Context: an optimization exercise on an open-source flow, tuned for small area. The choices shown serve that exercise and are no tape-out recipe. Only simulation tests tie the RTL to the original design; equivalence was not proved. Power figures rest on the tool's default switching activity, not on a simulated workload.

==> willow <==
// mvm_uart_system
module mvm_uart_system #(
  parameter CLOCKS_PER_PULSE = 16,  
            BITS_PER_WORD    = 8,
            PACKET_SIZE_TX   = BITS_PER_WORD + 5,
            W_Y_OUT          = 32,
            R=8, C=8, W_X=8, W_K=8
)(
  input  clk, rstn, rx,
  output tx
);
  reg [3:0] ph;
  always @(posedge clk or negedge rstn)
    if (!rstn) ph <= 4'd0;
    else       ph <= ph + 4'd1;
  reg [3:0] cnt, bitn;
  wire idle = (bitn == 4'd9);
  wire data = ~bitn[3];
  wire byte_end = (bitn == 4'd8) && (cnt == 4'd15);
  always @(posedge clk)
    cnt <= idle ? 4'd1 : cnt + 4'd1;
  always @(posedge clk or negedge rstn)
    if (!rstn)
      bitn <= 4'd9;
    else begin
      if (idle) begin
        if (!rx) bitn <= 4'd15;
      end else if (cnt == 4'd15)
        bitn <= bitn + 4'd1;
    end
  reg [6:0] nb;
  always @(posedge clk or negedge rstn)
    if (!rstn)         nb <= 7'd0;
    else if (byte_end) nb <= (nb == 7'd71) ? 7'd0 : nb + 7'd1;
  wire       xph = (nb[6:3] == 4'd0);
  wire [2:0] col = nb[2:0];
  wire       lastcol = !xph && (col == 3'd7);
  reg  [15:0] xr0, xr1, xr2, xr3;
  wire xins = xph && data && (ph == {col[0], bitn[2:0]});
  always @(posedge clk) begin
    xr0 <= {(xins && col[2:1] == 2'd0) ? rx : xr0[0], xr0[15:1]};
    xr1 <= {(xins && col[2:1] == 2'd1) ? rx : xr1[0], xr1[15:1]};
    xr2 <= {(xins && col[2:1] == 2'd2) ? rx : xr2[0], xr2[15:1]};
    xr3 <= {(xins && col[2:1] == 2'd3) ? rx : xr3[0], xr3[15:1]};
  end
  reg xt;
  always @* case (col[2:1])
    2'd0: xt = xr0[0];
    2'd1: xt = xr1[0];
    2'd2: xt = xr2[0];
    default: xt = xr3[0];
  endcase
  wire [3:0] d = {ph[3] ^ col[0], ph[2:0]};
  reg        kact;         
  ...
==> module mvm_uart_system, before the edit <==
module mvm_uart_system #(
  parameter CLOCKS_PER_PULSE = 16,  
            BITS_PER_WORD    = 8,
            PACKET_SIZE_TX   = BITS_PER_WORD + 5,
            W_Y_OUT          = 32,
            R=8, C=8, W_X=8, W_K=8
)(
  input  clk, rstn, rx,
  output tx
);
  reg [3:0] ph;
  always @(posedge clk or negedge rstn)
    if (!rstn) ph <= 4'd0;
    else       ph <= ph + 4'd1;
  reg [3:0] cnt, bitn;
  wire idle = (bitn == 4'd9);
  wire data = ~bitn[3];
  wire byte_end = (bitn == 4'd8) && (cnt == 4'd15);
  always @(posedge clk)
    cnt <= idle ? 4'd1 : cnt + 4'd1;
  always @(posedge clk or negedge rstn)
    if (!rstn)
      bitn <= 4'd9;
    else begin
      if (idle) begin
        if (!rx) bitn <= 4'd15;
      end else if (cnt == 4'd15)
        bitn <= bitn + 4'd1;
    end
  reg [6:0] nb;
  always @(posedge clk or negedge rstn)
    if (!rstn)         nb <= 7'd0;
    else if (byte_end) nb <= (nb == 7'd71) ? 7'd0 : nb + 7'd1;
  wire       xph = (nb[6:3] == 4'd0);
  wire [2:0] col = nb[2:0];
  wire       lastcol = !xph && (col == 3'd7);
  reg  [15:0] xr0, xr1, xr2, xr3;
  wire xins = xph && data && (ph == {col[0], bitn[2:0]});
  always @(posedge clk) begin
    xr0 <= {(xins && col[2:1] == 2'd0) ? rx : xr0[0], xr0[15:1]};
    xr1 <= {(xins && col[2:1] == 2'd1) ? rx : xr1[0], xr1[15:1]};
    xr2 <= {(xins && col[2:1] == 2'd2) ? rx : xr2[0], xr2[15:1]};
    xr3 <= {(xins && col[2:1] == 2'd3) ? rx : xr3[0], xr3[15:1]};
  end
  reg xt;
  always @* case (col[2:1])
    2'd0: xt = xr0[0];
    2'd1: xt = xr1[0];
    2'd2: xt = xr2[0];
    default: xt = xr3[0];
  endcase
  wire [3:0] d = {ph[3] ^ col[0], ph[2:0]};
  reg        kact;         
  reg  [2:0] kidx;         
  reg        kb;           
  reg        xs;           
  reg        cy;           
  reg  [3:0] hi;           
  reg [14:0] acc;          
  wire start0 = !xph && !kact && (bitn == 4'd0) && (d == 4'd15);
  wire lcyc   = (d == 4'd15) && (kact || start0);
  wire [4:0] dk = {1'b0, d} + {2'b00, kidx};
  wire adding = kact && (dk <= 5'd14);
  wire aend   = kact && (dk == 5'd14);
  wire neg    = (kidx == 3'd7);
  wire xb     = d[3] ? xs : xt;
  wire f      = adding && kb && (xb ^ neg);
  wire a      = acc[0];
  wire s      = a ^ f ^ cy;
  wire co     = (a & f) | (a & cy) | (f & cy);
  wire copy   = lastcol && kact && neg;
  wire clr    = xph || copy;
  wire run    = kact || xph;
  wire ydone  = copy && aend;
  wire [3:0] hin = hi + {4{f}} + {3'b000, co};
  always @(posedge clk)
    if (run) acc <= {s & !clr, acc[14:1]};
  always @(posedge clk) begin
    cy <= (adding && !aend) ? co : (lcyc && rx && neg);
    if (lcyc) kb <= rx;
    if (!d[3]) xs <= xt;
    if (xph || ydone) hi <= 4'd0;
    else if (aend)    hi <= hin;
  end
  always @(posedge clk or negedge rstn)
    if (!rstn) begin
      kact <= 1'b0;
      kidx <= 3'd0;
    end else begin
      if (start0) kact <= 1'b1;
      if (aend) begin
        kidx <= kidx + 3'd1;
        if (neg) kact <= 1'b0;
      end
    end
  reg [14:0] tr;
  reg  [3:0] txh;          
  always @(posedge clk) begin
    tr <= {copy ? s : tr[0], tr[14:1]};
    if (ydone) txh <= hin;
  end
  reg [3:0] tw;
  reg [1:0] tb;
  reg       txo;
  reg dbit;
  always @* begin
    if (tb == 2'd0)                          dbit = tr[0];
    else if (tb == 2'd1 && tw[2:0] != 3'd7)  dbit = tr[10];
    else if (tb == 2'd1)                     dbit = txh[0];
    else if (tb == 2'd2 && tw[2:0] == 3'd0)  dbit = txh[1];
    else if (tb == 2'd2 && tw[2:0] == 3'd1)  dbit = txh[2];
    else                                     dbit = txh[3];
  end
  always @(posedge clk or negedge rstn)
    if (!rstn) begin
      tw  <= 4'd13;
      txo <= 1'b1;
    end else if (ydone) begin
      tw  <= 4'd0;
      txo <= 1'b0;
    end else if (ph == 4'd15) begin
      if (tw <= 4'd7) begin
        tw  <= tw + 4'd1;
        txo <= dbit;
      end else if (tw <= 4'd11) begin
        tw  <= tw + 4'd1;
        txo <= 1'b1;
      end else if (tw == 4'd12) begin
        if (tb == 2'd3) begin
          tw  <= 4'd13;
          txo <= 1'b1;
        end else begin
          tw  <= 4'd0;
          txo <= 1'b0;
        end
      end
    end
  always @(posedge clk)
    if (ydone)                                 tb <= 2'd0;
    else if (ph == 4'd15 && tw == 4'd12)       tb <= tb + 2'd1;
  assign tx = txo;
endmodule
==> flow/config.mk <==
export PLATFORM = sky130hd
export DESIGN_NAME = mvm_uart_system
export DESIGN_NICKNAME = mvm_uart_system
export VERILOG_FILES = /design/flow/design.v
export SDC_FILE = /design/flow/constraint.sdc
export NUM_CORES = 4
export LEC_CHECK = 0
export CAP_MARGIN = 20
export CORE_MARGIN = 2
export CORE_UTILIZATION = 60
export SLEW_MARGIN = 20
==> flow/constraint.sdc <==
create_clock -name core_clock -period 10.0 [get_ports {clk}]
set_input_delay 2.0000 -clock core_clock [delete_from_list [all_inputs] [get_ports {clk}]]
set_output_delay 2.0000 -clock core_clock [all_outputs]
set_load 0.01 [all_outputs]
standard.sh (not shown) runs the stock make flow with config.mk's settings and CLKGATE_MAP_FILE= SYNTH_SCRIPT=/design/flow/synth_recipe.tcl, a recipe that flattens the netlist after the stock synthesis.
==> flow/flow/run.sh <==
#!/bin/bash
# Standard layout, with adders left to ABC and a lighter clock tree.
set -euo pipefail
bash standard.sh ADDER_MAP_FILE= \
  "CTS_ARGS=-sink_clustering_enable -repair_clock_nets -dont_use_dummy_load -buf_list sky130_fd_sc_hd__clkbuf_8" \
  finish > standard.log 2>&1
==> yarrow (differences from willow) <==
==> flow/flow/run.sh (replaced) <==
#!/bin/bash
# Standard layout, with adders left to ABC and a lighter clock tree.
set -euo pipefail
bash standard.sh ADDER_MAP_FILE= \
  "CTS_ARGS=-sink_clustering_enable -repair_clock_nets -dont_use_dummy_load -buf_list sky130_fd_sc_hd__clkbuf_4" \
  finish > standard.log 2>&1
==> ember (differences from willow) <==
--- a/flow/design.v
+++ b/flow/design.v
@@ -17,12 +17,12 @@
   wire idle = (bitn == 4'd9);
   wire data = ~bitn[3];
   wire byte_end = (bitn == 4'd8) && (cnt == 4'd15);
-  always @(posedge clk)
-    cnt <= idle ? 4'd1 : cnt + 4'd1;
   always @(posedge clk or negedge rstn)
-    if (!rstn)
+    if (!rstn) begin
+      cnt  <= 4'd0;
       bitn <= 4'd9;
-    else begin
+    end else begin
+      cnt <= idle ? 4'd1 : cnt + 4'd1;
       if (idle) begin
         if (!rx) bitn <= 4'd15;
       end else if (cnt == 4'd15)
@@ -94,30 +94,34 @@
         if (neg) kact <= 1'b0;
       end
     end
-  reg [14:0] tr;
+  reg [15:0] tr;           
   reg  [3:0] txh;          
   always @(posedge clk) begin
-    tr <= {copy ? s : tr[0], tr[14:1]};
+    tr <= {copy ? s : tr[0], tr[15:1]};
     if (ydone) txh <= hin;
   end
   reg [3:0] tw;
   reg [1:0] tb;
-  reg       txo;
-  reg dbit;
+  reg       txo, txn;
+  always @(posedge clk)
+    if (ph == {tb[0], tw[2:0]}) txn <= tr[1];
+  wire ringbit = (tb == 2'd0) || (tb == 2'd1 && tw[2:0] != 3'd7);
+  reg  hbit;
   always @* begin
-    if (tb == 2'd0)                          dbit = tr[0];
-    else if (tb == 2'd1 && tw[2:0] != 3'd7)  dbit = tr[10];
-    else if (tb == 2'd1)                     dbit = txh[0];
-    else if (tb == 2'd2 && tw[2:0] == 3'd0)  dbit = txh[1];
-    else if (tb == 2'd2 && tw[2:0] == 3'd1)  dbit = txh[2];
-    else                                     dbit = txh[3];
+    if (tb == 2'd1)                          hbit = txh[0];
+    else if (tb == 2'd2 && tw[2:0] == 3'd0)  hbit = txh[1];
+    else if (tb == 2'd2 && tw[2:0] == 3'd1)  hbit = txh[2];
+    else                                     hbit = txh[3];
   end
+  wire dbit = ringbit ? txn : hbit;
   always @(posedge clk or negedge rstn)
     if (!rstn) begin
       tw  <= 4'd13;
+      tb  <= 2'd0;
       txo <= 1'b1;
     end else if (ydone) begin
       tw  <= 4'd0;
+      tb  <= 2'd0;
       txo <= 1'b0;
     end else if (ph == 4'd15) begin
       if (tw <= 4'd7) begin
@@ -132,12 +136,10 @@
           txo <= 1'b1;
         end else begin
           tw  <= 4'd0;
+          tb  <= tb + 2'd1;
           txo <= 1'b0;
         end
       end
     end
-  always @(posedge clk)
-    if (ydone)                                 tb <= 2'd0;
-    else if (ph == 4'd15 && tw == 4'd12)       tb <= tb + 2'd1;
   assign tx = txo;
 endmodule
==> flow/run.sh (new file) <==
#!/bin/bash
# synth_recipe.tcl (not shown) runs the flow's synth.tcl, then flattens the netlist and writes it again
# the make line also repeats each setting of config.mk as NAME=value (left out here)
make -C /OpenROAD-flow-scripts/flow DESIGN_CONFIG=/design/flow/config.mk WORK_HOME=/design/flow/orfs CLKGATE_MAP_FILE= SYNTH_SCRIPT=/design/flow/synth_recipe.tcl finish
CORE_UTILIZATION = 40   (was 60)
removed: flow/flow/run.sh
removed: flow/standard.sh
==> comparison <==
Between yarrow and willow, the lower power is in yarrow (gap 9.7%, measured against willow). Core utilization, highest first: willow, yarrow, ember. The lowest setup slack belongs to ember, the highest to willow. The lowest routed wire length belongs to yarrow, the highest to ember. Clock-buffer cell count: yarrow is lower than ember (7). Flip-flop and latch count is the same in yarrow and willow.

-- afterwards: timing with drivers on the ports --
How much do the figures lean on ideal ports? The routed layouts below were timed once more, with nothing changed but the port constraints.
Step 1: set_driving_cell puts a clkbuf_16 on clk and a buf_2 on each other input, an assumption about the parent block.
Step 2 moves the port delays by t, midway between the first and last clock arrival at a register: inputs arrive t later, outputs are due t later. That takes back most of the time a late clock gives input paths.
a / b / c = ideal ports / drivers / drivers and shift; a / b = the first two.
run	shift t [ns]	setup WS [ns]	slew at the worst register clock pin (ns)	worst slew at a driven data input, ns	pins driven straight from the clock port
willow	0.432	6.549 / 6.522 / 6.849	0.08 / 0.08	0.03	1
yarrow	0.488	6.488 / 6.461 / 6.845	0.12 / 0.12	0.03	1
ember	0.444	5.927 / 5.927 / 5.927	0.06 / 0.06	0.03	1
After both steps every run listed still meets setup and hold.
